This design comes from an exercise in tuning for small area, a short achievable clock period and few clock cycles per item on the open sky130 flow, not from production work. The RTL was checked by simulation tests, not by an equivalence proof against the original design. Power is estimated from default activity; no workload was simulated.

## design/flow/config.mk

```make
export PLATFORM = sky130hd
export DESIGN_NAME = DT
export DESIGN_NICKNAME = DT
export VERILOG_FILES = /design/flow/design.v
export SDC_FILE = /design/flow/constraint.sdc
export NUM_CORES = 4
export LEC_CHECK = 0
export ABC_CLOCK_PERIOD_IN_PS = 3000
export CAP_MARGIN = 20
export CORE_MARGIN = 2
export CORE_UTILIZATION = 40
export SLEW_MARGIN = 20
```

## design/flow/run.sh

```bash
#!/bin/bash
# synth_recipe.tcl (not shown) runs the flow's synth.tcl, then flattens the netlist and writes it again
# the make line also repeats each setting of config.mk as NAME=value (left out here)
make -C /OpenROAD-flow-scripts/flow DESIGN_CONFIG=/design/flow/config.mk WORK_HOME=/design/flow/orfs CLKGATE_MAP_FILE= SYNTH_SCRIPT=/design/flow/synth_recipe.tcl finish
```

## design/flow/constraint.sdc

```tcl
create_clock -name core_clock -period 9.0 [get_ports {clk}]
set_input_delay 1.8000 -clock core_clock [delete_from_list [all_inputs] [get_ports {clk}]]
set_output_delay 1.8000 -clock core_clock [all_outputs]
set_load 0.01 [all_outputs]
```

## design/flow/design.v

```verilog
module DT(
        input                   clk,
        input                   reset,
        output reg              done,
        output reg              sti_rd,
        output reg [9:0]        sti_addr,
        input      [15:0]       sti_di,
        output reg              res_wr,
        output reg              res_rd,
        output reg [13:0]       res_addr,
        output reg [7:0]        res_do,
        input      [7:0]        res_di
        );
        localparam S_W0 = 2'd0, S_W1 = 2'd1, S_RUN = 2'd2, S_END = 2'd3;
        reg        bwd;           
        reg [1:0]  st;
        reg [6:0]  r, ra;         
        reg [2:0]  q;             
        reg [15:0] rem;           
        reg [15:0] acur, bcur;    
        reg [1:0]  ah, bh;        
        reg        la, la_ok;     
        reg [5:0]  u0, u1, u2;    
        reg [2:0]  v;
        reg [5:0]  fo;            
        reg        fv;
        reg [1:0]  rtgt;          
        reg        pend;          
        reg [6:0]  lastp;         
        wire [15:0] di_rev;
        genvar gi;
        generate for (gi = 0; gi < 16; gi = gi + 1) begin : g_rev
                assign di_rev[gi] = sti_di[15-gi];
        end endgenerate
        wire [15:0] di_scan = bwd ? sti_di : di_rev;
        reg  [15:0] cur;
        wire [15:0] oh  = cur;
        wire        pv  = |cur;
        wire [15:0] oh2 = rem & (~rem + 16'd1);
        wire        pv2 = |rem;
        function [3:0] enc;
                input [15:0] x;
                begin
                        enc[0] = |(x & 16'hAAAA);
                        enc[1] = |(x & 16'hCCCC);
                        enc[2] = |(x & 16'hF0F0);
                        enc[3] = |(x & 16'hFF00);
                end
        endfunction
        wire [3:0]  s   = enc(oh);
        wire [3:0]  s2  = enc(oh2);
        wire [6:0]  p   = {q, s};
        wire [2:0]  qm = q - 3'd1;
        wire [2:0]  qp = q + 3'd1;
        wire [6:0]  pm1  = {oh[0]  ? qm : q, enc({oh[0], oh[15:1]})};
        wire [6:0]  pp1  = {oh[15] ? qp : q, enc({oh[14:0], oh[15]})};
        wire [6:0]  p2   = {q, s2};
        wire [6:0]  p2m1 = {oh2[0]  ? qm : q, enc({oh2[0], oh2[15:1]})};
        wire [6:0]  p2p1 = {oh2[15] ? qp : q, enc({oh2[14:0], oh2[15]})};
        wire [18:0] ea = {la, acur, ah[1], ah[0]};
        wire [17:0] eb = {bcur, bh[1], bh[0]};
        wire [15:0] t1v, lt1v;
        generate for (gi = 0; gi < 16; gi = gi + 1) begin : g_fl
                assign t1v[gi]  = ~(eb[gi+1] & ea[gi+1] & ea[gi+2] & ea[gi+3]);
                assign lt1v[gi] = ~(eb[gi] & ea[gi] & ea[gi+1] & ea[gi+2]);
        end endgenerate
        wire t1  = |(t1v & oh);
        wire lt1 = |(lt1v & oh);
        wire bg  = ~|(bcur & oh);
        wire t1b  = |(t1v & oh2);
        wire lt1b = |(lt1v & oh2);
        wire bgb  = ~|(bcur & oh2);
        wire run    = (st == S_RUN);
        wire pready = run & pv & ~(oh[15] & ~la_ok);
        wire needf = bwd & ~bg & ~t1;
        wire needu = bwd ? (needf & ~lt1) : (~t1 & ~lt1);
        wire needfb = bwd & ~bgb & ~t1b;
        wire needub = bwd ? (needfb & ~lt1b) : (~t1b & ~lt1b);
        wire [2:0] vn  = v | ({3{res_rd}} & {rtgt == 2'd2, rtgt == 2'd1, rtgt == 2'd0});
        wire       fvn = fv | (res_rd & (rtgt == 2'd3));
        wire missf  = needf & ~fvn;
        wire [2:0] missu = {3{needu}} & ~vn;
        wire compute = pready & ~res_rd & ~missf & ~(|missu);
        wire [1:0] tgta = missf ? 2'd3 : missu[0] ? 2'd0 : missu[1] ? 2'd1 : 2'd2;
        wire [6:0] rposa = (tgta == 2'd0) ? pm1 : (tgta == 2'd2) ? pp1 : p;
        wire rda = pready & (missf | (|missu));
        wire       nxc = |(rem & {oh[14:0], 1'b0});        
        wire [2:0] vsh = nxc ? {1'b0, v[2], v[1]} : 3'b000;
        wire [2:0] missub = {3{needub}} & ~vsh;
        wire [1:0] tgtb = needfb ? 2'd3 : missub[0] ? 2'd0 : missub[1] ? 2'd1 : 2'd2;
        wire [6:0] rposb = (tgtb == 2'd0) ? p2m1 : (tgtb == 2'd2) ? p2p1 : p2;
        wire rdb = pv2 & (needfb | (|missub));
        wire rd_next = compute ? rdb : rda;
        wire [1:0] tgt_next = compute ? tgtb : tgta;
        wire [6:0] rpos = compute ? rposb : rposa;
        wire [6:0] rrow = (tgt_next == 2'd3) ? r : ra;
        wire [6:0] rcol = bwd ? ~rpos : rpos;
        wire [6:0] pcol = bwd ? ~p : p;
        wire [6:0] lcol = bwd ? ~lastp : lastp;
        wire [5:0] um0 = needu ? u0 : 6'h3F;
        wire [5:0] um1 = needu ? u1 : 6'h3F;
        wire [5:0] um2 = needu ? u2 : 6'h3F;
        wire [5:0] fm1 = bwd ? fo - 6'd1 : 6'h3F;
        wire [5:0] prev = res_do[5:0];
        wire [5:0] a01 = (um0 < um1) ? um0 : um1;
        wire [5:0] a2p = (um2 < prev) ? um2 : prev;
        wire [5:0] a   = (a01 < a2p) ? a01 : a2p;
        wire [5:0] af  = (a < fm1) ? a : fm1;
        wire [5:0] m   = af + 6'd1;
        wire [5:0] val = (bwd & bg) ? 6'd0 : t1 ? 6'd1 : m;
                wire word_end = run & (compute ? ~pv2 : ~pv);
        wire row_end  = word_end & (q == 3'd7);
        wire last_row = bwd ? (r == 7'd0) : (r == 7'd126);
        wire newpend = compute | pend;
        always @(posedge clk) begin
                if (!reset) begin
                        bwd <= 1'b0;
                        st <= S_W0;
                        r <= 7'd1;
                        ra <= 7'd0;
                        q <= 3'd0;
                        rem <= 16'd0;
                        cur <= 16'd0;
                        ah <= 2'b00;
                        bh <= 2'b00;
                        la_ok <= 1'b0;
                        v <= 3'b000;
                        fv <= 1'b0;
                        pend <= 1'b0;
                        done <= 1'b0;
                        res_wr <= 1'b0;
                        res_rd <= 1'b0;
                        sti_rd <= 1'b0;
                end else begin
                        if (res_rd) begin
                                case (rtgt)
                                2'd0: u0 <= res_di[5:0];
                                2'd1: u1 <= res_di[5:0];
                                2'd2: u2 <= res_di[5:0];
                                default: fo <= res_di[5:0];
                                endcase
                        end
                        v <= vn;
                        fv <= fvn;
                        if (compute) begin
                                res_do <= {2'b00, val};
                                u0 <= u1;
                                u1 <= u2;
                                v <= (nxc | (oh[15] & ~pv2)) ? {1'b0, v[2], v[1]} : 3'b000;
                                fv <= 1'b0;
                                lastp <= p;
                                cur <= oh2;
                                rem <= rem & ~oh2;
                        end
                        res_rd <= rd_next;
                        rtgt <= tgt_next;
                        if (rd_next) begin
                                res_wr <= 1'b0;
                                res_addr <= {rrow, rcol};
                                pend <= newpend;
                        end else if (newpend) begin
                                res_wr <= 1'b1;
                                res_addr <= compute ? {r, pcol} : {r, lcol};
                                pend <= 1'b0;
                        end else begin
                                res_wr <= 1'b0;
                        end
                        sti_rd <= 1'b0;
                        case (st)
                        S_W0: begin
                                if (!sti_rd) begin
                                        sti_rd <= 1'b1;
                                        sti_addr <= {ra, bwd ? 3'd7 : 3'd0};
                                end else begin
                                        acur <= di_scan;
                                        sti_rd <= 1'b1;
                                        sti_addr <= {r, bwd ? 3'd7 : 3'd0};
                                        st <= S_W1;
                                end
                        end
                        S_W1: begin
                                bcur <= di_scan;
                                cur <= bwd ? 16'h0001 : (di_scan & (~di_scan + 16'd1));
                                rem <= bwd ? 16'hFFFE : (di_scan & (di_scan - 16'd1));
                                if (!di_scan[0]) v <= 3'b000;
                                sti_rd <= 1'b1;
                                sti_addr <= {ra, bwd ? ~(q + 3'd1) : (q + 3'd1)};
                                la_ok <= 1'b0;
                                st <= S_RUN;
                        end
                        S_RUN: begin
                                if (!la_ok) begin
                                        la <= di_scan[0];
                                        la_ok <= 1'b1;
                                end
                                if (word_end) begin
                                        la_ok <= 1'b0;
                                        ah <= acur[15:14];
                                        bh <= bcur[15:14];
                                        acur <= di_scan;
                                        if (!row_end) begin
                                                q <= q + 3'd1;
                                                sti_rd <= 1'b1;
                                                sti_addr <= {r, bwd ? ~(q + 3'd1) : (q + 3'd1)};
                                                st <= S_W1;
                                        end else begin
                                                q <= 3'd0;
                                                ah <= 2'b00;
                                                bh <= 2'b00;
                                                v <= 3'b000;
                                                if (last_row) begin
                                                        if (bwd) begin
                                                                st <= S_END;
                                                        end else begin
                                                                bwd <= 1'b1;
                                                                r <= 7'd127;
                                                                ra <= 7'd0;
                                                                sti_rd <= 1'b1;
                                                                sti_addr <= {7'd0, 3'd7};
                                                                st <= S_W0;
                                                        end
                                                end else begin
                                                        r <= bwd ? r - 7'd1 : r + 7'd1;
                                                        ra <= bwd ? r : r;
                                                        sti_rd <= 1'b1;
                                                        sti_addr <= {bwd ? r : r, bwd ? 3'd7 : 3'd0};
                                                        st <= S_W0;
                                                end
                                        end
                                end
                        end
                        S_END: begin
                                if (!newpend)
                                        done <= 1'b1;
                        end
                        endcase
                end
        end
endmodule
```

==> impl_metrics.ini, run 1 <==
[yosys]
synth-edff-count = 96
synth_compound_area_share_pct = 20.7
ys_warn_count = 1
yosys_most_used_dff = edfxtp_1
synthDistinctLibCells = 82
syn_inst = 1155
synth_fa_ha_area_share_pct = 4.52
seq_area_frac_synth_pct = 41.3
synthSimpleGateAreaFrac_pct = 23.4
avgSynthCellArea_um2 = 8.78
synthMuxAreaShare_pct = 4.31
async_reset_ff_share_pct = 0
syn_area_mm2 = 0.0101
synth_top_family_by_area = simple AND/OR/NAND/NOR gates
synth_xor_area_share_pct = 1.21
ys_ff_latch = 161

[hold_path]
hold_class = flop to flop
min_path_cells = 2
min-delay-start = done
hold_end = done

[worst_setup_path]
cpMostUsedCell = a21oi_1
reg2reg_from = bcur[5]
cp-start-kind = flop
cp.required_ns = 9.29
worstSetupPathType = flop to flop
cp_max_fo = 16
ff2ff_path_depth = 33
arrival_ns = 8.43
crit_slowest_cell = or4_1
cp-end-kind = flop
timing.rr.end = res_do[4]
cpPeakStageDelay_ns = 0.52
rrSetupSlack_ns = 0.86

[clocking]
cts_setup_buffers = 0
cts_sinks = 161
ctsLongestPathBuffers = 2
cts_tree = yes
clk_latency_ns = 0.44
root_buffer = clkbuf_16
hold_buffers = 0
cts_made_buffers = 17
clkTransAtPathRegs_ns = 0.07
h-tree-depth = 4

[power]
vdd_drop_max_uv = 137
p_leak_nw = 4.22
p_per_area_mw_per_mm2 = 298

[timing]
min_period_over_period_pct = 90.4
finalClockSkew_ns = 0.0132
setup_ws_ns = 0.864
hold_viol = 0
worst_slew_pin_slew_ns = 0.867
slew_violations = 0
max_freq_mhz = 123
relSlewSlack_pct = 41.4
tns_ns = 0
setup_viol = 0
rsz0062_at_grt = no
min_period_ns = 8.14

[grt]
grt_pass1_wl_mm = 49.1
first_global_vias = 8701
gr-total-overflow = 0
grt_antenna_before_repair = 0
track_usage_pct = 23.9
grt_max_degree = 48

[layout]
multiInputGateArea_mm2 = 0.00552
drive_gt1_share_pct = 8.17
diodes = 0
syn_to_final_growth_pct = 13.9
fill_cells = 2466
regArea_mm2 = 0.00419
finish.net_count = 1236

[detailed_routing]
detail_route.first_pass.iterations = 7
detail-route-antenna-nets = 0
wl_per_cell_um = 20.5
routed_via_density = 5.97
routed_wirelength_mm = 31.2
first_iter_violations = 877
via_count = 9053
drc = 0

[floorplan]
start_util_pct = 40.5
design.die.area_mm2 = 0.0266
die_y_um = 163
ios = 62
core_mm2 = 0.0250
dieWidth_um = 163
num_rows = 58

[placement]
hpwl_mm = 22.7
place_congestion = 1.00
pre_cts_ws_ns = 0.686
portBuffers = 57

[run]
maxCapViolCount = 0

[outcome]
status = complete, no violations
-- power breakdown --
| group | internal (W) | total [W] | switching [W] | leakage (nW) |
|---|---|---|---|---|
| clock | 0.000393 | 0.000727 | 0.000334 | 0.286 |
| sequential | 0.000888 | 0.00104 | 0.000151 | 1.41 |
| combinational | 0.000626 | 0.00168 | 0.00105 | 2.52 |
-- layout by cell type (no fill, tap or decap), types with 13 or more instances in the layout --
cell type        count
nand4_1             30
clkdlybuf4s50_1     57
nand2_1            149
nor4_1              14
nor3_1              29
clkbuf_16           17
and2_1              14
o21ai_0             48
a21oi_1             86
nand3_1             28
o31ai_1             16
a22oi_1             37
mux2i_1             20
a31oi_1             14
dfxtp_1             64
mux2_2              21
ha_1                35
nor2_1             106
buf_4               16
nand2b_1            15
nor3b_1             13
inv_1               40
edfxtp_1            96
a21o_1              13
nor2b_1             22
-- timing repair --
action,CTS,global route
setup endpoints to repair,0,2
resized for setup,0,2
hold endpoints to repair,0,0
-- sequential cells by signal (all words and copies together), names as in the netlist, 3 cells and up --
name / flops
ra: 7
r: 7
cur: 16
u0: 6
res_do: 6
rem: 15
bcur: 16
acur: 16
v: 3
sti_addr: 10
fo: 6
res_addr: 14
u2: 6
u1: 6
lastp: 7
q: 3
-- worst max path at each step --
| stage | start | endpoint | slack (ns) |
|---|---|---|---|
| 2_1_floorplan | acur[2] | res_do[4] | 1.88 |
| 6_report | bcur[5] | res_do[4] | 0.86 |
| 3_3_place_gp | bcur[5] | res_do[4] | 0.86 |
| 4_1_cts | acur[5] | res_do[4] | 0.66 |
| 3_5_place_dp | acur[5] | res_do[4] | 0.69 |
| 5_1_grt | acur[5] | res_do[4] | 0.15 |
-- logic make-up (layout without fill, tap and decap cells) --
logic type | Yosys count | in the layout
AOI/OAI and AO/OA | 312 | 312
adders and majority gates | 36 | 36
xor gates and xnor gates | 14 | 14
DFF | 161 | 161
muxes | 41 | 41
other | 1 | 2
and+or+nand+nor | 475 | 475
buffers and inverters | 115 | 146
-- critical path, delay by kind of cell (launching register included) --
kind                     cells  cell delay, ns
AO/OA/AOI/OAI               13            3.14
adder cells (fa/ha/maj)      4            1.04
buffers and inverters        3            0.19
flip-flops                   1            0.43
multiplexers                 1            0.24
AND/OR/NAND/NOR             12            2.96
-- cells in the mapped netlist, drive strengths merged (16+ instances only) --
cell | instances | share of area (%)
a22oi | 37 | 2.7
ha | 35 | 4.3
edfxtp | 96 | 28
buf | 19 | 1.0
inv | 41 | 1.5
nand4 | 30 | 1.9
mux2i | 20 | 2.0
nand3 | 29 | 1.5
mux2 | 21 | 2.3
nor2b | 23 | 1.5
o21ai | 49 | 2.5
nor3 | 30 | 1.5
a21oi | 86 | 4.2
dfxtp | 65 | 13
o31ai | 16 | 1.2
nand2 | 149 | 5.5
clkbuf | 55 | 2.0
nor2 | 111 | 4.2
-- area by class of cell --
| cell class | count | area share, % |
|---|---|---|
| inverter | 41 | 1.33 |
| clock buffer | 19 | 3.75 |
| clock inverter | 13 | 1.24 |
| tap | 330 | 3.58 |
| multi-input combinational | 880 | 47.9 |
| sequential | 161 | 36.3 |
| timing repair buffer | 73 | 5.98 |
-- per-layer routing --
layer / up-vias / wire length [um] / GRT usage [%]
met2: 308 / 14500 / 38.7
met3: 75 / 1830 / 3.73
met4: 0 / 966 / 9.25
met5: - / 0 / 0
li1: 4332 / - / -
met1: 4338 / 13800 / 32.0
-- metrics by stage --
step	hold slack (ns)	cells	power (W)	util, %	instance area, um2
after CTS	0.473	1517	0.00342	46.1	11500
after detailed placement	0.459	1485	0.00268	43.8	11000
after floorplan	0.455	1156	0.00221	-	10100
after global routing	0.505	1517	0.00369	46.1	11500
after global placement	0.449	1485	0.00267	43.7	11000
final	0.468	1517	0.00344	46.1	11500
Testbench counts, summed over its fixed seeds: cycles 992,090, images 24.
==> inputs of run 2 (changes only) <==
--- a/design/flow/config.mk
+++ b/design/flow/config.mk
@@ -10,3 +10,4 @@
 export CORE_MARGIN = 2
 export CORE_UTILIZATION = 40
+export SETUP_SLACK_MARGIN = 4.5
 export SLEW_MARGIN = 20
==> impl_metrics.ini, run 2 <==
[power]
cell_internal_pwr_w = 0.00230
p_per_area_mw_per_mm2 = 332
swShare_pct = 43.9
power_switching_w = 0.00180
p_leak_nw = 4.59
pwr-share-comb_pct = 56.5
pwr-share-seq_pct = 25.3
power_frac_clock_pct = 18.2
vdd_drop_max_uv = 209

[worst_setup_path]
worstSetupPathType = flop to flop
crit_slowest_cell = or4_1
cp.required_ns = 9.29
cp-start-kind = flop
cpPeakStageDelay_ns = 0.50
critPathBufInv = 3
cpLargestDelayFamily = compound AO/OA/AOI/OAI gates
arrival_ns = 7.30
cpMostUsedCell = nand4_1
cp-end-kind = flop
cp_max_fo = 7

[detailed_routing]
detail_route.first_pass.iterations = 6
routed_wirelength_mm = 33.0
via_count = 9387
routed_via_density = 6.00
first_iter_violations = 952
wl_per_cell_um = 21.1
detail-route-antenna-nets = 0
drc = 0

[timing]
slew_violations = 0
setup_viol = 0
rsz0062_at_grt = yes
setup_ws_ns = 1.99
relSlewSlack_pct = 28.8
min_period_over_period_pct = 77.9
worst_slew_pin_slew_ns = 1.06
tns_ns = 0
max_freq_mhz = 143
hold_viol = 0
finalClockSkew_ns = 0.0165
min_period_ns = 7.01

[yosys]
seq_area_frac_synth_pct = 41.3
synth_top_area_cell = edfxtp_1
ys_ff_latch = 161
syn_area_mm2 = 0.0101
yosys_most_used_dff = edfxtp_1
synth_common_cells = nand2_1, nor2_1, edfxtp_1
yosysTopAreaCellShare_pct = 28.4
synth_xor_area_share_pct = 1.21
synthMuxAreaShare_pct = 4.31
synth_fa_ha_area_share_pct = 4.52
synth-edff-count = 96
synth_compound_area_share_pct = 20.7
async_reset_ff_share_pct = 0
avgSynthCellArea_um2 = 8.78
yosysMostFrequentCell = nand2_1
synthSimpleGateAreaFrac_pct = 23.4
syn_inst = 1155
synth_area_leaders = edfxtp_1, dfxtp_1, nand2_1, ha_1, a21oi_1
synth_top_family_by_area = simple AND/OR/NAND/NOR gates
synthDistinctLibCells = 82
ys_warn_count = 1

[clocking]
root_buffer = clkbuf_16
cts_made_buffers = 17
clk_latency_ns = 0.44
h-tree-depth = 4
ctsLongestPathBuffers = 2
clkTransAtPathRegs_ns = 0.07
cts_sinks = 161
cts_tree = yes

[placement]
hpwl_mm = 23.0
place_congestion = 1.03
portBuffers = 57
dp_cells = 1486
dpl_cell_area_mm2 = 0.0110
pre_cts_ws_ns = 1.12

[floorplan]
dieWidth_um = 163
num_rows = 58
core_mm2 = 0.0250
die_y_um = 163
ios = 62
design.die.area_mm2 = 0.0266
start_util_pct = 40.5

[layout]
final_common_cell = nand2_1
final_cell_mix = nand2_1, nor2_1, edfxtp_1
fin_util_pct = 49.4
final_area_mm2 = 0.0124
finish.net_count = 1284
fill_cells = 2406
multiInputGateArea_mm2 = 0.00593
syn_to_final_growth_pct = 22.1
reg.largest.list = acur x16, bcur x16, cur x16
diodes = 0
fin_cells = 1565
regArea_mm2 = 0.00419
drive_gt1_share_pct = 16.8

[grt]
grt.busiest_layer = met2
first_global_vias = 8963
grt_pass1_wl_mm = 50.5
grt.met2_usage_pct = 40.3
gr-total-overflow = 0
grt_max_degree = 51
track_usage_pct = 24.7
use_met3_pct = 3.86
met1_usage_pct = 32.5
grt_antenna_before_repair = 0

[hold_path]
hold_class = flop to flop

[outcome]
status = complete, no violations

[run]
maxCapViolCount = 0
run 2: cell families (layout without fill, tap and decap cells):
group                      count (synthesis)  after routing
AOI/OAI and AO/OA                        312            312
xor gates and xnor gates                  14             14
adders and majority gates                 36             36
buffers and inverters                    115            193
DFF                                      161            161
muxes                                     41             41
other                                      1              2
and+or+nand+nor                          475            476
run 2: repair_timing:
item                       4_1_cts  5_1_grt
setup endpoints to repair       14       11
buffers inserted                30       16
hold buffers                     0        0
gates cloned                     1        0
resized for setup               52       36
pin swaps                       38       31
run 2: worst paths after layout:
check,start,end,slack [ns],depth (start not counted)
hold reg to reg,done,done,0.49,2
setup / recovery,acur[4],res_do[4],1.99,33
hold / removal,done,done,0.49,2
setup reg to reg,acur[4],res_do[4],1.99,33
run 2: through the flow:
stage / power, W / hold WS [ns]
2_1_floorplan: 0.00226 / 0.455
3_3_place_gp: 0.00272 / 0.453
3_5_place_dp: 0.00273 / 0.470
4_1_cts: 0.00388 / 0.487
5_1_grt: 0.00435 / 0.522
6_report: 0.00410 / 0.486
run 2: area by class of cell:
cell class | instances | share of cell area, %
clock inverter | 13 | 1.06
clock buffer | 19 | 3.75
multi-input combinational | 881 | 47.9
sequential | 161 | 33.9
timing repair buffer | 120 | 8.83
inverter | 41 | 1.24
tap | 330 | 3.34
run 2: worst register-to-register path: cells and delay by family, from the launching register on:
kind | cells | cell delay, ns
mux | 1 | 0.19
buf+inv | 3 | 0.31
fa+ha+maj | 4 | 0.87
compound gates | 14 | 2.71
simple gates | 11 | 2.34
flops | 1 | 0.44
run 2: power by group through the flow:
stage | Sequential [W] | Combinational (W) | Clock (W)
after detailed placement | 0.00104 | 0.00168 | 0
final | 0.00104 | 0.00232 | 0.000749
after global placement | 0.00104 | 0.00167 | 0
after CTS | 0.00103 | 0.00209 | 0.000756
after floorplan | 0.000946 | 0.00132 | 0
after global routing | 0.00104 | 0.00252 | 0.000785
run 2: per-layer routing:
layer / part of all wire, % / wire length [um]
met1: 44 / 14400
met3: 6.0 / 1990
met4: 3.6 / 1200
met2: 47 / 15400
met5: 0 / 0
==> inputs of run 3 (changes only) <==
--- a/design/flow/config.mk
+++ b/design/flow/config.mk
@@ -6,8 +6,6 @@
 export NUM_CORES = 4
 export LEC_CHECK = 0
-export ABC_CLOCK_PERIOD_IN_PS = 3000
 export CAP_MARGIN = 20
 export CORE_MARGIN = 2
 export CORE_UTILIZATION = 40
-export SETUP_SLACK_MARGIN = 4.5
 export SLEW_MARGIN = 20
==> impl_metrics.ini, run 3 <==
[layout]
final_common_cell = nand2_1
syn_to_final_growth_pct = 13.9
reg.largest.list = acur x16, bcur x16, cur x16
drive_gt1_share_pct = 8.17
fill_cells = 2466
finish.net_count = 1236
final_cell_mix = nand2_1, nor2_1, edfxtp_1
diodes = 0

[worst_setup_path]
crit_start = bcur[5]
cp-start-kind = flop
reg2reg_from = bcur[5]
cp_max_fo = 16
worstSetupPathType = flop to flop
cp-end-kind = flop
ff2ff_path_depth = 33
cpLargestDelayFamily = compound AO/OA/AOI/OAI gates
critPathBufInv = 3
timing.rr.end = res_do[4]
cp.required_ns = 9.29
cpMostUsedCell = a21oi_1
cpPeakStageDelay_ns = 0.52
crit_slowest_cell = or4_1
rrSetupSlack_ns = 0.86
arrival_ns = 8.43

[detailed_routing]
routed_via_density = 5.97
detail-route-antenna-nets = 0
drc = 0
wl_per_cell_um = 20.5
first_iter_violations = 877
routed_wirelength_mm = 31.2
detail_route.first_pass.iterations = 7
via_count = 9053

[floorplan]
ios = 62
start_util_pct = 40.5
core_mm2 = 0.0250
design.die.area_mm2 = 0.0266
dieWidth_um = 163
die_y_um = 163
num_rows = 58

[yosys]
synth_top_family_by_area = simple AND/OR/NAND/NOR gates
synthSimpleGateAreaFrac_pct = 23.4
syn_inst = 1155
avgSynthCellArea_um2 = 8.78
yosysMostFrequentCell = nand2_1
syn_area_mm2 = 0.0101
synth-edff-count = 96
synth_fa_ha_area_share_pct = 4.52
synth_area_leaders = edfxtp_1, dfxtp_1, nand2_1, ha_1, a21oi_1
synthMuxAreaShare_pct = 4.31
synth_top_area_cell = edfxtp_1
ys_ff_latch = 161
yosysTopAreaCellShare_pct = 28.4
synth_xor_area_share_pct = 1.21
synth_compound_area_share_pct = 20.7
ys_warn_count = 1
synthDistinctLibCells = 82
async_reset_ff_share_pct = 0
seq_area_frac_synth_pct = 41.3
yosys_most_used_dff = edfxtp_1
synth_common_cells = nand2_1, nor2_1, edfxtp_1

[placement]
hpwl_mm = 22.7
place_congestion = 1.00
portBuffers = 57

[run]
maxCapViolCount = 0

[clocking]
cts_tree = yes
cts_setup_buffers = 0
clk_latency_ns = 0.44
clkTransAtPathRegs_ns = 0.07
root_buffer = clkbuf_16
cts_made_buffers = 17
h-tree-depth = 4
cts_sinks = 161
ctsLongestPathBuffers = 2

[timing]
relSlewSlack_pct = 41.4
setup_viol = 0
finalClockSkew_ns = 0.0132
worst_slew_pin_slew_ns = 0.867
min_period_ns = 8.14
tns_ns = 0
rsz0062_at_grt = no
max_freq_mhz = 123
hold_viol = 0
slew_violations = 0
min_period_over_period_pct = 90.4

[hold_path]
min_path_cells = 2
min-delay-start = done
hold_end = done
hold_class = flop to flop

[grt]
grt_max_degree = 48
grt_pass1_wl_mm = 49.1
first_global_vias = 8701
track_usage_pct = 23.9
grt_antenna_before_repair = 0
gr-total-overflow = 0

[power]
p_leak_nw = 4.22
vdd_drop_max_uv = 137
total_power_w = 0.00344
p_per_area_mw_per_mm2 = 298

[outcome]
status = complete, no violations
run 3: repair_timing:
action                     CTS  global route
resized for setup            0             2
hold buffers                 0             0
setup endpoints to repair    0             2
run 3: layer usage:
metal,part of all wire [%],GRT usage [%],vias up
li1,-,-,4332
met5,0,0,-
met1,44,32.0,4338
met4,3.1,9.25,0
met2,47,38.7,308
met3,5.9,3.73,75
run 3: stage by stage:
stage	utilization (%)	hold slack (ns)	setup slack, ns	std cells	area, um2
floorplan	-	0.455	1.88	1156	10100
global placement	43.7	0.449	0.856	1485	11000
detailed placement	43.8	0.459	0.686	1485	11000
CTS	46.1	0.473	0.661	1517	11500
global route	46.1	0.505	0.146	1517	11500
finish	46.1	0.468	0.864	1517	11500
run 3: cells by family (layout without fill, tap and decap cells):
logic type               count (synthesis)  count (layout)
AND/OR/NAND/NOR                        475             475
adder cells (fa/ha/maj)                 36              36
AO/OA/AOI/OAI                          312             312
other                                    1               2
multiplexers                            41              41
flip-flops                             161             161
XOR/XNOR                                14              14
buffers and inverters                  115             146
run 3: final cells by class:
class                      count  area (um2)  share of cell area (%)
timing repair buffer          73         691                    5.98
clock buffer                  19         433                    3.75
sequential                   161        4190                    36.3
tap                          330         413                    3.58
multi-input combinational    880        5520                    47.9
inverter                      41         154                    1.33
clock inverter                13         143                    1.24
run 3: how the worst max path moves through the flow:
stage,depth (start not counted),slack (ns),endpoint
3_5_place_dp,32,0.69,res_do[4]
5_1_grt,32,0.15,res_do[4]
6_report,33,0.86,res_do[4]
2_1_floorplan,34,1.88,res_do[4]
3_3_place_gp,32,0.86,res_do[4]
4_1_cts,32,0.66,res_do[4]
run 3: tightest hold or removal path, delay by kind of cell (launching register included):
kind	cells	cell delay, ns
flip-flops	1	0.33
AO/OA/AOI/OAI	1	0.04
AND/OR/NAND/NOR	1	0.07
run 3: power by group:
part           internal [W]  switching, W  leakage [nW]
logic              0.000626       0.00105          2.52
registers          0.000888      0.000151          1.41
clock network      0.000393      0.000334         0.286
total               0.00191       0.00154          4.22
==> inputs of run 4 (changes only) <==
--- a/design/flow/design.v
+++ b/design/flow/design.v
@@ -86,28 +86,33 @@
         wire rda = pready & (missf | (|missu));
         wire       nxc = |(rem & {oh[14:0], 1'b0});        
-        wire [2:0] vsh = nxc ? {1'b0, v[2], v[1]} : 3'b000;
+        wire [2:0] vsh = ~compute ? v : nxc ? {1'b0, v[2], v[1]} : 3'b000;
         wire [2:0] missub = {3{needub}} & ~vsh;
         wire [1:0] tgtb = needfb ? 2'd3 : missub[0] ? 2'd0 : missub[1] ? 2'd1 : 2'd2;
         wire [6:0] rposb = (tgtb == 2'd0) ? p2m1 : (tgtb == 2'd2) ? p2p1 : p2;
         wire rdb = pv2 & (needfb | (|missub));
-        wire rd_next = compute ? rdb : rda;
-        wire [1:0] tgt_next = compute ? tgtb : tgta;
-        wire [6:0] rpos = compute ? rposb : rposa;
+        wire adv = compute | (run & ~pv & pv2);
+        wire rd_next = adv ? rdb : rda;
+        wire [1:0] tgt_next = adv ? tgtb : tgta;
+        wire [6:0] rpos = adv ? rposb : rposa;
         wire [6:0] rrow = (tgt_next == 2'd3) ? r : ra;
         wire [6:0] rcol = bwd ? ~rpos : rpos;
         wire [6:0] pcol = bwd ? ~p : p;
         wire [6:0] lcol = bwd ? ~lastp : lastp;
-        wire [5:0] um0 = needu ? u0 : 6'h3F;
-        wire [5:0] um1 = needu ? u1 : 6'h3F;
-        wire [5:0] um2 = needu ? u2 : 6'h3F;
-        wire [5:0] fm1 = bwd ? fo - 6'd1 : 6'h3F;
-        wire [5:0] prev = res_do[5:0];
-        wire [5:0] a01 = (um0 < um1) ? um0 : um1;
-        wire [5:0] a2p = (um2 < prev) ? um2 : prev;
-        wire [5:0] a   = (a01 < a2p) ? a01 : a2p;
-        wire [5:0] af  = (a < fm1) ? a : fm1;
-        wire [5:0] m   = af + 6'd1;
-        wire [5:0] val = (bwd & bg) ? 6'd0 : t1 ? 6'd1 : m;
-                wire word_end = run & (compute ? ~pv2 : ~pv);
+        reg  [5:0] lm1;                   
+        wire [5:0] L   = res_do[5:0];
+        wire [5:0] Lp1 = L + 6'd1;
+        wire [5:0] u2p1 = u2 + 6'd1;
+        wire [5:0] fom1 = fo - 6'd1;
+        wire e   = needu & ((u0 == lm1) | (u1 == lm1));
+        wire yl  = needu & (e ? (u2 < lm1) : (u2 < L));
+        wire zx  = e ? (fo <= lm1) : (fo <= L);
+        wire zy  = (fo <= u2);
+        wire zl  = bwd & (yl ? zy : zx);
+        wire [5:0] vmin = zl ? fo : yl ? u2p1 : e ? L : Lp1;
+        wire [5:0] lmin = zl ? fom1 : yl ? u2 : e ? lm1 : L;
+        wire force0 = bwd & bg;
+        wire [5:0] val  = force0 ? 6'd0 : t1 ? 6'd1 : vmin;
+        wire [5:0] lval = (force0 | t1) ? 6'd0 : lmin;
+        wire word_end = run & (compute ? ~pv2 : ~pv & ~pv2);
         wire row_end  = word_end & (q == 3'd7);
         wire last_row = bwd ? (r == 7'd0) : (r == 7'd126);
@@ -145,4 +150,5 @@
                         if (compute) begin
                                 res_do <= {2'b00, val};
+                                lm1 <= lval;
                                 u0 <= u1;
                                 u1 <= u2;
@@ -150,4 +156,6 @@
                                 fv <= 1'b0;
                                 lastp <= p;
+                        end
+                        if (adv) begin
                                 cur <= oh2;
                                 rem <= rem & ~oh2;
@@ -181,6 +189,6 @@
                         S_W1: begin
                                 bcur <= di_scan;
-                                cur <= bwd ? 16'h0001 : (di_scan & (~di_scan + 16'd1));
-                                rem <= bwd ? 16'hFFFE : (di_scan & (di_scan - 16'd1));
+                                cur <= bwd ? 16'h0001 : 16'h0000;
+                                rem <= bwd ? 16'hFFFE : di_scan;
                                 if (!di_scan[0]) v <= 3'b000;
                                 sti_rd <= 1'b1;
--- a/design/flow/config.mk
+++ b/design/flow/config.mk
@@ -9,3 +9,4 @@
 export CORE_MARGIN = 2
 export CORE_UTILIZATION = 40
+export SETUP_SLACK_MARGIN = 4.5
 export SLEW_MARGIN = 20
==> impl_metrics.ini, run 4 <==
[clocking]
clkTransAtPathRegs_ns = 0.08
cts_setup_buffers = 0
cts_tree = yes
h-tree-depth = 4
clk_latency_ns = 0.44
hold_buffers = 0
cts_sinks = 168
ctsLongestPathBuffers = 2
root_buffer = clkbuf_16
cts_made_buffers = 17

[timing]
hold_viol = 0
max_freq_mhz = 228
setup_viol = 0
rsz0062_at_grt = no
min_period_over_period_pct = 48.6
min_period_ns = 4.38
slew_violations = 0
tns_ns = 0
relSlewSlack_pct = 30.8
finalClockSkew_ns = 0.0123
worst_slew_pin_slew_ns = 1.03

[yosys]
synth_common_cells = nor2_1, edfxtp_1, nand2_1
yosysMostFrequentCell = nor2_1
yosys_most_used_dff = edfxtp_1
synthDistinctLibCells = 95
synth_area_leaders = edfxtp_1, dfxtp_1, ha_1, a21oi_1, nor2_1
ys_ff_latch = 168
synth-edff-count = 102
seq_area_frac_synth_pct = 41.7
syn_inst = 1128
avgSynthCellArea_um2 = 9.33
ys_warn_count = 1
syn_area_mm2 = 0.0105
async_reset_ff_share_pct = 0
yosysTopAreaCellShare_pct = 29.1
synth_top_area_cell = edfxtp_1

[layout]
drive_gt1_share_pct = 8.98
syn_to_final_growth_pct = 13.9
diodes = 0
finish.net_count = 1226
final_cell_mix = nor2_1, edfxtp_1, nand2_1
fin_util_pct = 46.3
final_common_cell = nor2_1

[grt]
gr-total-overflow = 0
grt_max_degree = 34
grt_antenna_before_repair = 0
first_global_vias = 8880
grt_pass1_wl_mm = 51.2
track_usage_pct = 23.5

[floorplan]
dieWidth_um = 166
design.die.area_mm2 = 0.0276
core_mm2 = 0.0259
start_util_pct = 40.6
num_rows = 59
die_y_um = 166
ios = 62

[detailed_routing]
detail-route-antenna-nets = 0
routed_wirelength_mm = 32.9
first_iter_violations = 985
detail_route.first_pass.iterations = 6
drc = 0
wl_per_cell_um = 21.9
via_count = 9216
routed_via_density = 6.13

[worst_setup_path]
arrival_ns = 4.54
cp.required_ns = 9.17
cp_max_fo = 14
worstSetupPathType = flop to flop
cp-end-kind = flop
cp-start-kind = flop

[power]
vdd_drop_max_uv = 117
p_leak_nw = 4.33
p_per_area_mw_per_mm2 = 247

[hold_path]
hold_class = flop to flop

[placement]
hpwl_mm = 23.4
place_congestion = 0.979
portBuffers = 57

[run]
maxCapViolCount = 0

[outcome]
status = complete, no violations
==> run 4: cell count changes after synthesis, sizes merged, moves of 7 or more <==
cell,delta
clkbuf,-23
o31ai,-10
ha,+8
buf,+13
a211oi,+17
nand2,-52
and2,-8
xnor2,+17
a31oi,-7
nand2b,-7
==> run 4: critical path: stages (launching register included) <==
cell	delay [ns]
dfxtp_1	0.46
buf_4	0.28
or4_4	0.59
nor4_4	0.55
and3_1	0.36
a2111oi_2	0.12
o2111ai_2	0.17
o21ai_2	0.19
a32oi_4	0.55
mux2_2	0.40
o211ai_1	0.35
xnor2_1	0.11
==> run 4: power by group <==
part | leakage (nW) | total (W) | switching (W) | internal, W
logic | 2.55 | 0.00113 | 0.000745 | 0.000385
clock network | 0.301 | 0.000759 | 0.000362 | 0.000396
registers | 1.48 | 0.00107 | 0.000145 | 0.000923
==> run 4: layout make-up <==
cell class                      instances  area, um2
Inverter                               48        180
Sequential cell                       168       4390
Fill cell                            2480      13900
Timing Repair Buffer                   71        676
Clock inverter                         13        146
Tap cell                              335        419
Multi-Input combinational cell        850       5720
Clock buffer                           19        464
==> run 4: stage by stage <==
step                setup WS, ns  hold slack, ns  std cells  total power [W]  area (um2)
finish                      4.62           0.477       1504          0.00296       12000
global route                4.48           0.521       1504          0.00310       12000
CTS                         4.55           0.487       1503          0.00293       12000
detailed placement          4.43           0.465       1471          0.00217       11300
global placement            4.46           0.464       1471          0.00217       11300
floorplan                   5.17           0.439       1129          0.00181       10500
==> run 4: cells by family after synthesis <==
family	Yosys count	synth area share, %
adders and majority gates	44	5.30
AOI/OAI and AO/OA	332	22.3
DFF	168	41.7
muxes	41	4.21
other	1	0.0356
buffers and inverters	112	4.50
and+or+nand+nor	395	19.1
xor gates and xnor gates	35	2.91
==> run 4: path summary, 6_finish.rpt <==
| kind | startpoint | endpoint | slack (ns) | depth (start not counted) |
|---|---|---|---|---|
| setup / recovery | rem[0] | res_addr[1] | 4.62 | 11 |
| hold / removal | done | done | 0.48 | 2 |
| setup reg to reg | rem[0] | res_addr[1] | 4.62 | 11 |
| hold reg to reg | done | done | 0.48 | 2 |
==> run 4: timing repair <==
action                                  CTS  global route
endpoints found under the setup margin    7            15
cloned                                    0             1
resized for setup                         1             2
pin swaps                                 0             1
==> run 4: per-layer routing <==
layer | track usage (%) | part of all wire (%)
met5 | 0 | 0
met4 | 9.04 | 3.5
met3 | 3.48 | 6.4
met2 | 38.8 | 47
met1 | 31.1 | 43
Testbench counts of run 4, summed over its fixed seeds: cycles 1,003,161, images 24.
==> inputs of run 5 (changes only) <==
--- a/design/flow/config.mk
+++ b/design/flow/config.mk
@@ -9,4 +9,3 @@
 export CORE_MARGIN = 2
 export CORE_UTILIZATION = 40
-export SETUP_SLACK_MARGIN = 4.5
 export SLEW_MARGIN = 20
==> impl_metrics.ini, run 5 <==
[floorplan]
start_util_pct = 40.6
design.die.area_mm2 = 0.0276
die_y_um = 166
num_rows = 59
dieWidth_um = 166
ios = 62
core_mm2 = 0.0259

[yosys]
synth_common_cells = nor2_1, edfxtp_1, nand2_1
synthMuxAreaShare_pct = 4.21
syn_area_mm2 = 0.0105
yosys_most_used_dff = edfxtp_1
yosysMostFrequentCell = nor2_1
syn_inst = 1128
synth_top_family_by_area = compound AO/OA/AOI/OAI gates
synth_top_area_cell = edfxtp_1
synthSimpleGateAreaFrac_pct = 19.1
ys_warn_count = 1
synth_fa_ha_area_share_pct = 5.30
synth_area_leaders = edfxtp_1, dfxtp_1, ha_1, a21oi_1, nor2_1
ys_ff_latch = 168
async_reset_ff_share_pct = 0
seq_area_frac_synth_pct = 41.7
synth_xor_area_share_pct = 2.91
synthDistinctLibCells = 95
synth-edff-count = 102
synth_compound_area_share_pct = 22.3
yosysTopAreaCellShare_pct = 29.1
avgSynthCellArea_um2 = 9.33

[outcome]
status = complete, no violations

[timing]
hold_viol = 0
worst_slew_pin_slew_ns = 1.02
relSlewSlack_pct = 31.4
finalClockSkew_ns = 0.0130
min_period_over_period_pct = 51.9
slew_violations = 0
min_period_ns = 4.67
rsz0062_at_grt = no
setup_viol = 0
tns_ns = 0
max_freq_mhz = 214

[clocking]
cts_sinks = 168
clkTransAtPathRegs_ns = 0.07
cts_resized = 0
cts_made_buffers = 17
hold_buffers = 0
cts_setup_buffers = 0
cts_tree = yes
root_buffer = clkbuf_16
h-tree-depth = 4
ctsLongestPathBuffers = 2
clk_latency_ns = 0.44

[layout]
diodes = 0
regArea_mm2 = 0.00439
final_cell_mix = nor2_1, edfxtp_1, nand2_1
multiInputGateArea_mm2 = 0.00568
finish.net_count = 1225
drive_gt1_share_pct = 8.90
fin_util_pct = 46.1
fill_cells = 2487
final_common_cell = nor2_1
syn_to_final_growth_pct = 13.6

[worst_setup_path]
cp_max_fo = 26
cp-end-kind = flop
arrival_ns = 4.85
cp-start-kind = flop
worstSetupPathType = flop to flop
critPathBufInv = 0
path_cells = nor4_2, nand2_2, nor2_2, or3_1, nor2_1, nor2_2, nand2_2, nor3_1, a21oi_1, a21oi_4, mux2_2
crit_slowest_cell = nor2_2
cp.required_ns = 9.18
cpLargestDelayFamily = simple AND/OR/NAND/NOR gates
cpPeakStageDelay_ns = 0.69

[placement]
portBuffers = 57
hpwl_mm = 23.4
place_congestion = 0.979

[detailed_routing]
wl_per_cell_um = 21.7
detail-route-antenna-nets = 0
drc = 0
via_count = 9159
first_iter_violations = 990
routed_via_density = 6.09
detail_route.first_pass.iterations = 6
routed_wirelength_mm = 32.7

[power]
p_leak_nw = 4.31
p_per_area_mw_per_mm2 = 247
vdd_drop_max_uv = 116

[grt]
grt_antenna_before_repair = 0
track_usage_pct = 23.4
gr-total-overflow = 0
grt_pass1_wl_mm = 51.1
grt_max_degree = 34
first_global_vias = 8875

[hold_path]
hold_class = flop to flop

[run]
maxCapViolCount = 0
run 5: final cells by class:
cell class	instances	area share, %
Clock buffer	19	3.88
Clock inverter	13	1.22
Inverter	48	1.51
Multi-Input combinational cell	849	47.5
Sequential cell	168	36.7
Tap cell	335	3.51
Timing Repair Buffer	71	5.65
run 5: metrics by stage:
| step | std cells | total power, W | hold slack [ns] | setup slack (ns) | cell area, um2 |
|---|---|---|---|---|---|
| floorplan | 1129 | 0.00181 | 0.439 | 5.17 | 10500 |
| global placement | 1471 | 0.00217 | 0.464 | 4.46 | 11300 |
| detailed placement | 1471 | 0.00217 | 0.465 | 4.43 | 11300 |
| CTS | 1503 | 0.00293 | 0.487 | 4.41 | 11900 |
| global route | 1503 | 0.00309 | 0.521 | 3.99 | 12000 |
| finish | 1503 | 0.00295 | 0.478 | 4.33 | 12000 |
run 5: worst paths after layout:
check             startpoint      endpoint  slack, ns  depth (start not counted)
hold / removal          done          done       0.48                          2
hold reg to reg         done          done       0.48                          2
setup reg to reg     cur[14]  res_addr[11]       4.33                         11
setup / recovery     cur[14]  res_addr[11]       4.33                         11
run 5: worst register-to-register path, cell delays in order (launching register included):
cell and delay, ns:
dfxtp_1 0.45, nor4_2 0.52, nand2_2 0.16, nor2_2 0.27, or3_1 0.30, nor2_1 0.20
nor2_2 0.70, nand2_2 0.59, nor3_1 0.35, a21oi_1 0.14, a21oi_4 0.34, mux2_2 0.40
run 5: cell families after synthesis:
family	Yosys count
buffers and inverters	112
AOI/OAI and AO/OA	332
and+or+nand+nor	395
other	1
adders and majority gates	44
muxes	41
DFF	168
xor gates and xnor gates	35
run 5: per-layer routing:
metal  global-route usage (%)  share of wire (%)
met1                     31.2                 44
met2                     38.8                 47
met3                     3.34                6.3
met4                     8.92                3.0
met5                        0                  0
run 5: where the power goes:
part	leakage, nW	internal [W]	total [W]	switching (W)
Combinational	2.53	0.000385	0.00112	0.000740
Sequential	1.48	0.000923	0.00107	0.000146
Clock	0.301	0.000396	0.000755	0.000358
==> inputs of run 6 (changes only) <==
--- a/design/flow/config.mk
+++ b/design/flow/config.mk
@@ -9,3 +9,5 @@
 export CORE_MARGIN = 2
 export CORE_UTILIZATION = 40
+export SETUP_SLACK_MARGIN = 5
 export SLEW_MARGIN = 20
+export TNS_END_PERCENT = 100
==> impl_metrics.ini, run 6 <==
[detailed_routing]
first_iter_violations = 973
routed_wirelength_mm = 33.3
detail-route-antenna-nets = 0
via_count = 9325
detail_route.first_pass.iterations = 7
wl_per_cell_um = 22.0
routed_via_density = 6.16
drc = 0

[placement]
place_congestion = 0.979
portBuffers = 57
pre_cts_ws_ns = 4.43
hpwl_mm = 23.4

[clocking]
cts_tree = yes
root_buffer = clkbuf_16
clk_latency_ns = 0.44
cts_sinks = 168
clkTransAtPathRegs_ns = 0.07
cts_made_buffers = 17
h-tree-depth = 4
ctsLongestPathBuffers = 2

[worst_setup_path]
rrSetupSlack_ns = 5.08
ff2ff_path_depth = 12
cp-start-kind = flop
cpLargestDelayFamily = compound AO/OA/AOI/OAI gates
cp.required_ns = 9.17
path_cells = or2_2, nor4_4, buf_4, and3_1, a2111oi_2, nand4_1, o21bai_2, or2_4, o41a_1, o31ai_1, o211ai_1, xnor2_1
worstSetupPathType = flop to flop
cp_max_fo = 13
crit_slowest_cell = dfxtp_1
arrival_ns = 4.09
timing.rr.end = res_addr[3]
critPathBufInv = 1
cp-end-kind = flop
cpPeakStageDelay_ns = 0.67
reg2reg_from = rem[4]

[yosys]
synth_top_area_cell = edfxtp_1
yosysMostFrequentCell = nor2_1
synth_common_cells = nor2_1, edfxtp_1, nand2_1
yosys_most_used_dff = edfxtp_1
syn_area_mm2 = 0.0105
async_reset_ff_share_pct = 0
synth_area_leaders = edfxtp_1, dfxtp_1, ha_1, a21oi_1, nor2_1
ys_ff_latch = 168
ys_warn_count = 1
avgSynthCellArea_um2 = 9.33
synthDistinctLibCells = 95
synth-edff-count = 102
syn_inst = 1128
seq_area_frac_synth_pct = 41.7
yosysTopAreaCellShare_pct = 29.1

[outcome]
status = complete, no violations

[layout]
syn_to_final_growth_pct = 15.5
finish.net_count = 1236
drive_gt1_share_pct = 11.1
fill_cells = 2461
final_cell_mix = nor2_1, edfxtp_1, nand2_1
diodes = 0

[floorplan]
design.die.area_mm2 = 0.0276
dieWidth_um = 166
num_rows = 59
die_y_um = 166
ios = 62
core_mm2 = 0.0259
start_util_pct = 40.6

[timing]
relSlewSlack_pct = 38.4
min_period_ns = 3.92
max_freq_mhz = 255
worst_slew_pin_slew_ns = 0.912
setup_ws_ns = 5.08
hold_viol = 0
tns_ns = 0
min_period_over_period_pct = 43.6
slew_violations = 0
finalClockSkew_ns = 0.0117
rsz0062_at_grt = yes
setup_viol = 0

[grt]
met1_usage_pct = 31.2
grt_pass1_wl_mm = 51.9
first_global_vias = 8978
gr-total-overflow = 0
use_met3_pct = 3.53
grt_max_degree = 34
track_usage_pct = 23.8
grt.busiest_layer = met2
grt_antenna_before_repair = 0
grt.met2_usage_pct = 39.9

[hold_path]
hold_class = flop to flop
min_path_cells = 2
hold_end = done
min-delay-start = done

[run]
maxCapViolCount = 0

[power]
vdd_drop_max_uv = 117
p_leak_nw = 4.39
p_per_area_mw_per_mm2 = 246
[run 6: changes by cell type in the layout (fill, tap and decap cells not counted), moves of 2 or more]
cell,change
dfxtp_2,+5
dfxtp_1,-6
buf_12,+2
nor2_1,-2
buf_4,+7
a21boi_0,-2
[run 6: logic make-up (layout without fill, tap and decap cells)]
group,count (synthesis),in the layout,synth area share [%]
other,1,2,0.0356
xor gates and xnor gates,35,35,2.91
buffers and inverters,112,161,4.50
AOI/OAI and AO/OA,332,333,22.3
and+or+nand+nor,395,395,19.1
muxes,41,41,4.21
adders and majority gates,44,44,5.30
DFF,168,168,41.7
[run 6: per-layer routing]
| metal | routed length, um | share of wire [%] | up-vias |
|---|---|---|---|
| met3 | 2170 | 6.5 | 102 |
| met2 | 15700 | 47 | 402 |
| met4 | 1170 | 3.5 | 0 |
| met1 | 14300 | 43 | 4464 |
| met5 | 0 | 0 | - |
| li1 | - | - | 4357 |
[run 6: worst max-delay path by stage]
stage	start	cells past startpoint	slack, ns	endpoint
final	rem[4]	12	5.08	res_addr[3]
after global routing	rem[4]	12	5.00	res_addr[2]
after CTS	rem[6]	12	5.00	res_addr[3]
after detailed placement	cur[13]	11	4.43	res_addr[9]
after global placement	cur[13]	11	4.46	res_addr[9]
after floorplan	reset	3	5.17	acur[0]
[run 6: area by class of cell]
cell class	count	area, um2	share of cell area (%)
clock buffers	19	464	3.82
clock inverters	13	146	1.20
inverters	48	180	1.48
multi-input cells	850	5770	47.5
flip-flops and latches	168	4400	36.2
well taps	335	419	3.45
repair buffers	81	779	6.41
[run 6: timing repair]
action / CTS / global route
gates cloned: 1 / 0
setup buffers: 7 / 3
pin swaps: 3 / 3
endpoints found under the setup margin: 40 / 64
resized for setup: 11 / 15
hold buffers: 0 / 0
[run 6: where the power goes]
group          internal, W  switching (W)
clock             0.000396       0.000362
sequential        0.000926       0.000146
combinational     0.000403       0.000756
total              0.00173        0.00126
[run 6: stage by stage]
stage / std cells / hold WS, ns / util [%] / cell area (um2) / total power, W
floorplan: 1129 / 0.439 / - / 10500 / 0.00181
finish: 1514 / 0.477 / 46.9 / 12200 / 0.00299
global placement: 1471 / 0.464 / 43.8 / 11300 / 0.00217
CTS: 1511 / 0.487 / 46.6 / 12100 / 0.00296
global route: 1514 / 0.521 / 46.9 / 12200 / 0.00313
detailed placement: 1471 / 0.465 / 43.8 / 11300 / 0.00217
[run 6: worst min-delay path, cell delays in order, from the launching register on]
cell and delay [ns]:
dfxtp_1 0.33, a21oi_1 0.04, nor2_1 0.07

afterwards: timing with drivers on the ports:
Ports are ideal in the flow. The routed layouts listed here were re-timed in OpenROAD. Step 1, drivers: a clkbuf_16 drives clk and a buf_2 each remaining input, both assumed. Step 2 moves the port delays by t, midway between the first and last clock arrival at a register: inputs arrive t later, outputs are due t later. That takes back most of the time a late clock gives input paths. Slacks: ideal / step 1 / step 2; pairs: ideal / step 1.
| run | t, ns | setup slack, ns | hold slack, ns |
|---|---|---|---|
| run 1 | 0.478 | 0.864 / 0.864 / 0.864 | 0.468 / 0.468 / 0.468 |
| run 2 | 0.480 | 1.985 / 1.985 / 1.985 | 0.486 / 0.486 / 0.486 |
| run 3 | 0.478 | 0.864 / 0.864 / 0.864 | 0.468 / 0.468 / 0.468 |
| run 4 | 0.479 | 4.622 / 4.622 / 4.622 | 0.477 / 0.477 / 0.477 |
| run 5 | 0.477 | 4.330 / 4.330 / 4.330 | 0.478 / 0.478 / 0.478 |
| run 6 | 0.485 | 5.077 / 5.077 / 4.846 | 0.477 / 0.477 / 0.477 |
After both steps every run listed still meets setup and hold. The setup slack of run 6, which loses most, moves by 0.000 ns with the drivers and by -0.231 ns with both steps.
